Source: an optimization exercise on an open RTL-to-GDS flow (aim: small area, a short achievable clock period and few clock cycles). Production flows keep margins and buffers that such runs may drop. RTL that was checked went through simulation tests only; none was proved equivalent to the original. No activity file was given, so power comes from the tool's default toggle rates.

// spu
module spu(
input  clk,
input  rst,
input  start,
output stop,
input   [15:0] im_r_data,
output  [7:0]  im_addr,
output  [7:0] dm_addr,
output  dm_wr,
input  [15:0] dm_r_data,
output [15:0] dm_w_data
);
localparam [3:0] OP_LOAD  = 4'd0,
                 OP_STORE = 4'd1,
                 OP_ADD   = 4'd2,
                 OP_LOAC  = 4'd3,
                 OP_SUB   = 4'd4,
                 OP_JMPZ  = 4'd5,
                 OP_JUMP  = 4'd6,
                 OP_STOP  = 4'd15;
reg  [7:0]  pc;       
reg         fv;       
reg  [15:0] ir;       
reg         vd;       
reg         stopd;    
reg  [3:0]  sa;       
reg  [15:0] a;        
reg  [15:0] b;        
reg         cin;      
reg  [7:0]  imme;     
reg  [3:0]  rae;      
reg         we_e;     
reg         ld_e;     
reg         lc_e;     
reg         st_e;     
reg         jz_e;     
reg  [15:0] rf [0:15];
wire [3:0]  op_f = im_r_data[15:12];
wire [3:0]  op_d = ir[15:12];
wire [16:0] sum17 = {a, 1'b1} + {b, cin};
wire [15:0] alu   = sum17[16:1];
wire [15:0] res   = ld_e ? dm_r_data : (lc_e ? {8'h00, imme} : alu);
wire        taken = jz_e & (a == 16'd0);
reg rst_q;
always @(posedge clk)
  rst_q <= rst;
wire [15:0] wd = res & {16{~rst_q}};
always @(posedge clk) begin: rf_write
  integer i;
  for (i = 0; i < 16; i = i + 1)
    if (rst_q | (we_e & (rae == i)))
      rf[i] <= wd;
end
wire        jump_d = vd & (op_d == OP_JUMP) & ~taken;
wire [3:0]  sb     = ir[3:0];
wire [15:0] va     = (we_e && rae == sa) ? res : rf[sa];
wire [15:0] vb     = (we_e && rae == sb) ? res : rf[sb];
wire        sub_d  = (op_d == OP_SUB);
wire        go_d   = vd & ~taken;
always @(posedge clk) begin
  a    <= va;
  ...
==> module spu, before the edit <==
module spu(
input  clk,
input  rst,
input  start,
output stop,
input   [15:0] im_r_data,
output  [7:0]  im_addr,
output  [7:0] dm_addr,
output  dm_wr,
input  [15:0] dm_r_data,
output [15:0] dm_w_data
);
localparam [3:0] OP_LOAD  = 4'd0,
                 OP_STORE = 4'd1,
                 OP_ADD   = 4'd2,
                 OP_LOAC  = 4'd3,
                 OP_SUB   = 4'd4,
                 OP_JMPZ  = 4'd5,
                 OP_JUMP  = 4'd6,
                 OP_STOP  = 4'd15;
reg  [7:0]  pc;       
reg         fv;       
reg  [15:0] ir;       
reg         vd;       
reg         stopd;    
reg  [3:0]  sa;       
reg  [15:0] a;        
reg  [15:0] b;        
reg         cin;      
reg  [7:0]  imme;     
reg  [3:0]  rae;      
reg         we_e;     
reg         ld_e;     
reg         lc_e;     
reg         st_e;     
reg         jz_e;     
reg  [15:0] rf [0:15];
wire [3:0]  op_f = im_r_data[15:12];
wire [3:0]  op_d = ir[15:12];
wire [16:0] sum17 = {a, 1'b1} + {b, cin};
wire [15:0] alu   = sum17[16:1];
wire [15:0] res   = ld_e ? dm_r_data : (lc_e ? {8'h00, imme} : alu);
wire        taken = jz_e & (a == 16'd0);
reg rst_q;
always @(posedge clk)
  rst_q <= rst;
wire [15:0] wd = res & {16{~rst_q}};
always @(posedge clk) begin: rf_write
  integer i;
  for (i = 0; i < 16; i = i + 1)
    if (rst_q | (we_e & (rae == i)))
      rf[i] <= wd;
end
wire        jump_d = vd & (op_d == OP_JUMP) & ~taken;
wire [3:0]  sb     = ir[3:0];
wire [15:0] va     = (we_e && rae == sa) ? res : rf[sa];
wire [15:0] vb     = (we_e && rae == sb) ? res : rf[sb];
wire        sub_d  = (op_d == OP_SUB);
wire        go_d   = vd & ~taken;
always @(posedge clk) begin
  a    <= va;
  b    <= sub_d ? ~vb : vb;
  cin  <= sub_d;
  imme <= ir[7:0];
  rae  <= ir[11:8];
  ld_e <= (op_d == OP_LOAD);
  lc_e <= (op_d == OP_LOAC);
end
always @(posedge clk or posedge rst) begin
  if (rst) begin
    we_e <= 1'b0;
    st_e <= 1'b0;
    jz_e <= 1'b0;
  end else begin
    we_e <= go_d & ((op_d == OP_LOAD) | (op_d == OP_ADD) | (op_d == OP_SUB) | (op_d == OP_LOAC));
    st_e <= go_d & (op_d == OP_STORE);
    jz_e <= go_d & (op_d == OP_JMPZ);
  end
end
wire        kill_f = taken | jump_d | stopd;
wire [7:0]  pc_jz  = pc + imme - 8'd2;
wire [7:0]  pc_jp  = pc + ir[7:0] - 8'd1;
always @(posedge clk) begin
  ir <= im_r_data;
  sa <= (op_f == OP_STORE || op_f == OP_JMPZ) ? im_r_data[11:8] : im_r_data[7:4];
end
always @(posedge clk or posedge rst) begin
  if (rst) begin
    pc    <= 8'd0;
    fv    <= 1'b0;
    vd    <= 1'b0;
    stopd <= 1'b0;
  end else begin
    vd    <= fv & ~kill_f;
    stopd <= fv & ~kill_f & (op_f == OP_STOP);
    if (start) begin
      pc <= 8'd0;
      fv <= 1'b1;
    end else begin
      if (stopd)
        fv <= 1'b0;
      if (taken)
        pc <= pc_jz;
      else if (jump_d)
        pc <= pc_jp;
      else
        pc <= pc + 8'd1;
    end
  end
end
assign im_addr   = pc;
assign dm_addr   = imme;
assign dm_wr     = st_e;
assign dm_w_data = a;
assign stop      = stopd;
endmodule
Settings: LEC_CHECK=0, ABC_CLOCK_PERIOD_IN_PS=2800, CAP_MARGIN=20, CORE_MARGIN=2, CORE_UTILIZATION=40, SETUP_SLACK_MARGIN=5, SLEW_MARGIN=20; clock period 8.0 ns.
run.sh (not shown) runs the stock make flow with config.mk's settings and CLKGATE_MAP_FILE= SYNTH_SCRIPT=/design/flow/synth_recipe.tcl, a recipe that flattens the netlist after the stock synthesis.
The starting point went through all stages and came out clean.
==> next run, changes <==
--- a/flow/design.v
+++ b/flow/design.v
@@ -28,6 +28,7 @@
 reg  [15:0] b;        
 reg         cin;      
 reg  [7:0]  imme;     
+reg  [7:0]  tgte;     
 reg  [3:0]  rae;      
 reg         we_e;     
 reg         ld_e;     
@@ -44,17 +45,28 @@
 reg rst_q;
 always @(posedge clk)
   rst_q <= rst;
-wire [15:0] wd = res & {16{~rst_q}};
+wire [15:0] wd   = res & {16{~rst_q}};
+wire [15:0] wsel = {16{rst_q}} | ({16{we_e}} & (16'd1 << rae));
 always @(posedge clk) begin: rf_write
   integer i;
   for (i = 0; i < 16; i = i + 1)
-    if (rst_q | (we_e & (rae == i)))
-      rf[i] <= wd;
+    rf[i] <= (wd & {16{wsel[i]}}) | (rf[i] & {16{~wsel[i]}});
 end
-wire        jump_d = vd & (op_d == OP_JUMP) & ~taken;
-wire [3:0]  sb     = ir[3:0];
-wire [15:0] va     = (we_e && rae == sa) ? res : rf[sa];
-wire [15:0] vb     = (we_e && rae == sb) ? res : rf[sb];
+wire [3:0]  sb  = ir[3:0];
+wire [15:0] oha = 16'd1 << sa;
+wire [15:0] ohb = 16'd1 << sb;
+reg  [15:0] rda, rdb;
+always @(*) begin: rf_read
+  integer i;
+  rda = 16'd0;
+  rdb = 16'd0;
+  for (i = 0; i < 16; i = i + 1) begin
+    rda = rda | (rf[i] & {16{oha[i]}});
+    rdb = rdb | (rf[i] & {16{ohb[i]}});
+  end
+end
+wire [15:0] va     = (we_e && rae == sa) ? res : rda;
+wire [15:0] vb     = (we_e && rae == sb) ? res : rdb;
 wire        sub_d  = (op_d == OP_SUB);
 wire        go_d   = vd & ~taken;
 always @(posedge clk) begin
@@ -62,6 +74,7 @@
   b    <= sub_d ? ~vb : vb;
   cin  <= sub_d;
   imme <= ir[7:0];
+  tgte <= pc + ir[7:0] + 8'hff;    
   rae  <= ir[11:8];
   ld_e <= (op_d == OP_LOAD);
   lc_e <= (op_d == OP_LOAC);
@@ -77,9 +90,8 @@
     jz_e <= go_d & (op_d == OP_JMPZ);
   end
 end
-wire        kill_f = taken | jump_d | stopd;
-wire [7:0]  pc_jz  = pc + imme - 8'd2;
-wire [7:0]  pc_jp  = pc + ir[7:0] - 8'd1;
+wire        kill_f = taken | stopd;
+wire        jump_f = fv & ~kill_f & (op_f == OP_JUMP);
 always @(posedge clk) begin
   ir <= im_r_data;
   sa <= (op_f == OP_STORE || op_f == OP_JMPZ) ? im_r_data[11:8] : im_r_data[7:4];
@@ -100,9 +112,9 @@
       if (stopd)
         fv <= 1'b0;
       if (taken)
-        pc <= pc_jz;
-      else if (jump_d)
-        pc <= pc_jp;
+        pc <= tgte;
+      else if (jump_f)
+        pc <= pc + im_r_data[7:0];
       else
         pc <= pc + 8'd1;
     end
Effect: The changed run completed with no timing, DRC or antenna violations. Synthesized cell count fell by about 2%. Sequential power fell by about 2%. Hold slack gains 7.5 ps. Routed wire length came out higher by about 2.3%. Total power went down by 0.88%. Fmax came out lower by about 10%. Area after synthesis rose by about 0.9%. Core utilization rose by 0.25 points.
Function was not checked in any run of this note: the RTL went through the layout flow alone.

spu again, from the RTL that the note above started with.
==> flow/design.v (excerpt) <==
module spu(
input  clk,
input  rst,
input  start,
output stop,
input   [15:0] im_r_data,
output  [7:0]  im_addr,
output  [7:0] dm_addr,
output  dm_wr,
input  [15:0] dm_r_data,
output [15:0] dm_w_data
);
localparam [3:0] OP_LOAD  = 4'd0,
                 OP_STORE = 4'd1,
                 OP_ADD   = 4'd2,
                 OP_LOAC  = 4'd3,
                 OP_SUB   = 4'd4,
                 OP_JMPZ  = 4'd5,
                 OP_JUMP  = 4'd6,
                 OP_STOP  = 4'd15;
reg  [7:0]  pc;       
reg         fv;       
reg  [15:0] ir;       
reg         vd;       
reg         stopd;    
reg  [3:0]  sa;       
reg  [15:0] a;        
reg  [15:0] b;        
reg         cin;      
reg  [7:0]  imme;     
reg  [3:0]  rae;      
reg         we_e;     
reg         ld_e;     
reg         lc_e;     
reg         st_e;     
reg         jz_e;     
reg  [15:0] rf [0:15];
wire [3:0]  op_f = im_r_data[15:12];
wire [3:0]  op_d = ir[15:12];
wire [16:0] sum17 = {a, 1'b1} + {b, cin};
wire [15:0] alu   = sum17[16:1];
wire [15:0] res   = ld_e ? dm_r_data : (lc_e ? {8'h00, imme} : alu);
wire        taken = jz_e & (a == 16'd0);
reg rst_q;
always @(posedge clk)
  rst_q <= rst;
wire [15:0] wd = res & {16{~rst_q}};
always @(posedge clk) begin: rf_write
  integer i;
  for (i = 0; i < 16; i = i + 1)
    if (rst_q | (we_e & (rae == i)))
      rf[i] <= wd;
end
wire        jump_d = vd & (op_d == OP_JUMP) & ~taken;
wire [3:0]  sb     = ir[3:0];
wire [15:0] va     = (we_e && rae == sa) ? res : rf[sa];
wire [15:0] vb     = (we_e && rae == sb) ? res : rf[sb];
wire        sub_d  = (op_d == OP_SUB);
wire        go_d   = vd & ~taken;
always @(posedge clk) begin
  a    <= va;
  b    <= sub_d ? ~vb : vb;
  cin  <= sub_d;
  imme <= ir[7:0];
  ...
Settings: LEC_CHECK=0, CAP_MARGIN=20, CORE_MARGIN=2, CORE_UTILIZATION=40, SLEW_MARGIN=20; clock period 8.0 ns.
Change:
--- a/flow/design.v
+++ b/flow/design.v
@@ -20,13 +20,12 @@
                  OP_STOP  = 4'd15;
 reg  [7:0]  pc;       
 reg         fv;       
 reg  [15:0] ir;       
 reg         vd;       
 reg         stopd;    
-reg  [3:0]  sa;       
 reg  [15:0] a;        
 reg  [15:0] b;        
 reg         cin;      
 reg  [7:0]  imme;     
 reg  [3:0]  rae;      
 reg         we_e;     
@@ -38,23 +37,23 @@
 wire [3:0]  op_f = im_r_data[15:12];
 wire [3:0]  op_d = ir[15:12];
 wire [16:0] sum17 = {a, 1'b1} + {b, cin};
 wire [15:0] alu   = sum17[16:1];
 wire [15:0] res   = ld_e ? dm_r_data : (lc_e ? {8'h00, imme} : alu);
 wire        taken = jz_e & (a == 16'd0);
-reg rst_q;
-always @(posedge clk)
-  rst_q <= rst;
-wire [15:0] wd = res & {16{~rst_q}};
 always @(posedge clk) begin: rf_write
   integer i;
-  for (i = 0; i < 16; i = i + 1)
-    if (rst_q | (we_e & (rae == i)))
-      rf[i] <= wd;
+  if (rst) begin
+    for (i = 0; i < 16; i = i + 1)
+      rf[i] <= 16'd0;
+  end else if (we_e)
+    rf[rae] <= res;
 end
 wire        jump_d = vd & (op_d == OP_JUMP) & ~taken;
+wire        use_ra = (op_d == OP_STORE) | (op_d == OP_JMPZ);
+wire [3:0]  sa     = use_ra ? ir[11:8] : ir[7:4];
 wire [3:0]  sb     = ir[3:0];
 wire [15:0] va     = (we_e && rae == sa) ? res : rf[sa];
 wire [15:0] vb     = (we_e && rae == sb) ? res : rf[sb];
 wire        sub_d  = (op_d == OP_SUB);
 wire        go_d   = vd & ~taken;
 always @(posedge clk) begin
@@ -79,13 +78,12 @@
 end
 wire        kill_f = taken | jump_d | stopd;
 wire [7:0]  pc_jz  = pc + imme - 8'd2;
 wire [7:0]  pc_jp  = pc + ir[7:0] - 8'd1;
 always @(posedge clk) begin
   ir <= im_r_data;
-  sa <= (op_f == OP_STORE || op_f == OP_JMPZ) ? im_r_data[11:8] : im_r_data[7:4];
 end
 always @(posedge clk or posedge rst) begin
   if (rst) begin
     pc    <= 8'd0;
     fv    <= 1'b0;
     vd    <= 1'b0;
The new run completed without violations.
Clock power is lower by a few percent.
Routed wire length is lower by a few percent.
Power is lower by about a fifth.
Maximum frequency is lower by about a fifth.
Register-to-register slack gets worse by 310 ps.
Design area is higher by a few percent.
Die area is higher by a few percent.
Worst setup slack gets worse by 720 ps.
Sequential cell count is lower by 5.
Non-clock buffer count is lower by 15.
Global-route usage is lower by 2.2 points.
Combinational power is lower by about a fifth.
Testbench counts after the change, summed over its fixed seeds: cycles 59,045.
Only the layout flow was run in the first run of this note; the RTL was not checked for function there.

[what the ideal ports hide]
No port has a modelled driver above. Below, the same layouts with a new extraction and two added sets of constraints. Step 1 sets driving cells, clkbuf_16 on the clock port and buf_2 on the other inputs (assumed; they add their load-dependent delay and slew). Step 2 moves the port delays by t, midway between the first and last clock arrival at a register: inputs arrive t later, outputs are due t later. That takes back most of the time a late clock gives input paths. Slacks: ideal / step 1 / step 2; pairs: ideal / step 1.
| run | t, ns | slack for setup (ns) | pins driven straight from the clock port |
|---|---|---|---|
| the first run of note 1 | 0.593 | 4.955 / 4.955 / 4.530 | 1 |
| the second run of note 1 | 0.613 | 4.632 / 4.654 / 4.041 | 1 |
| the first run of note 2 | 0.585 | 4.384 / 4.384 / 4.384 | 1 |
| the second run of note 2 | 0.607 | 3.665 / 3.702 / 3.095 | 1 |
After both steps setup and hold are still met in every run listed. For the second run of note 1, which loses most, drivers alone change the setup slack by +0.022 ns; drivers and shift together by -0.591 ns.
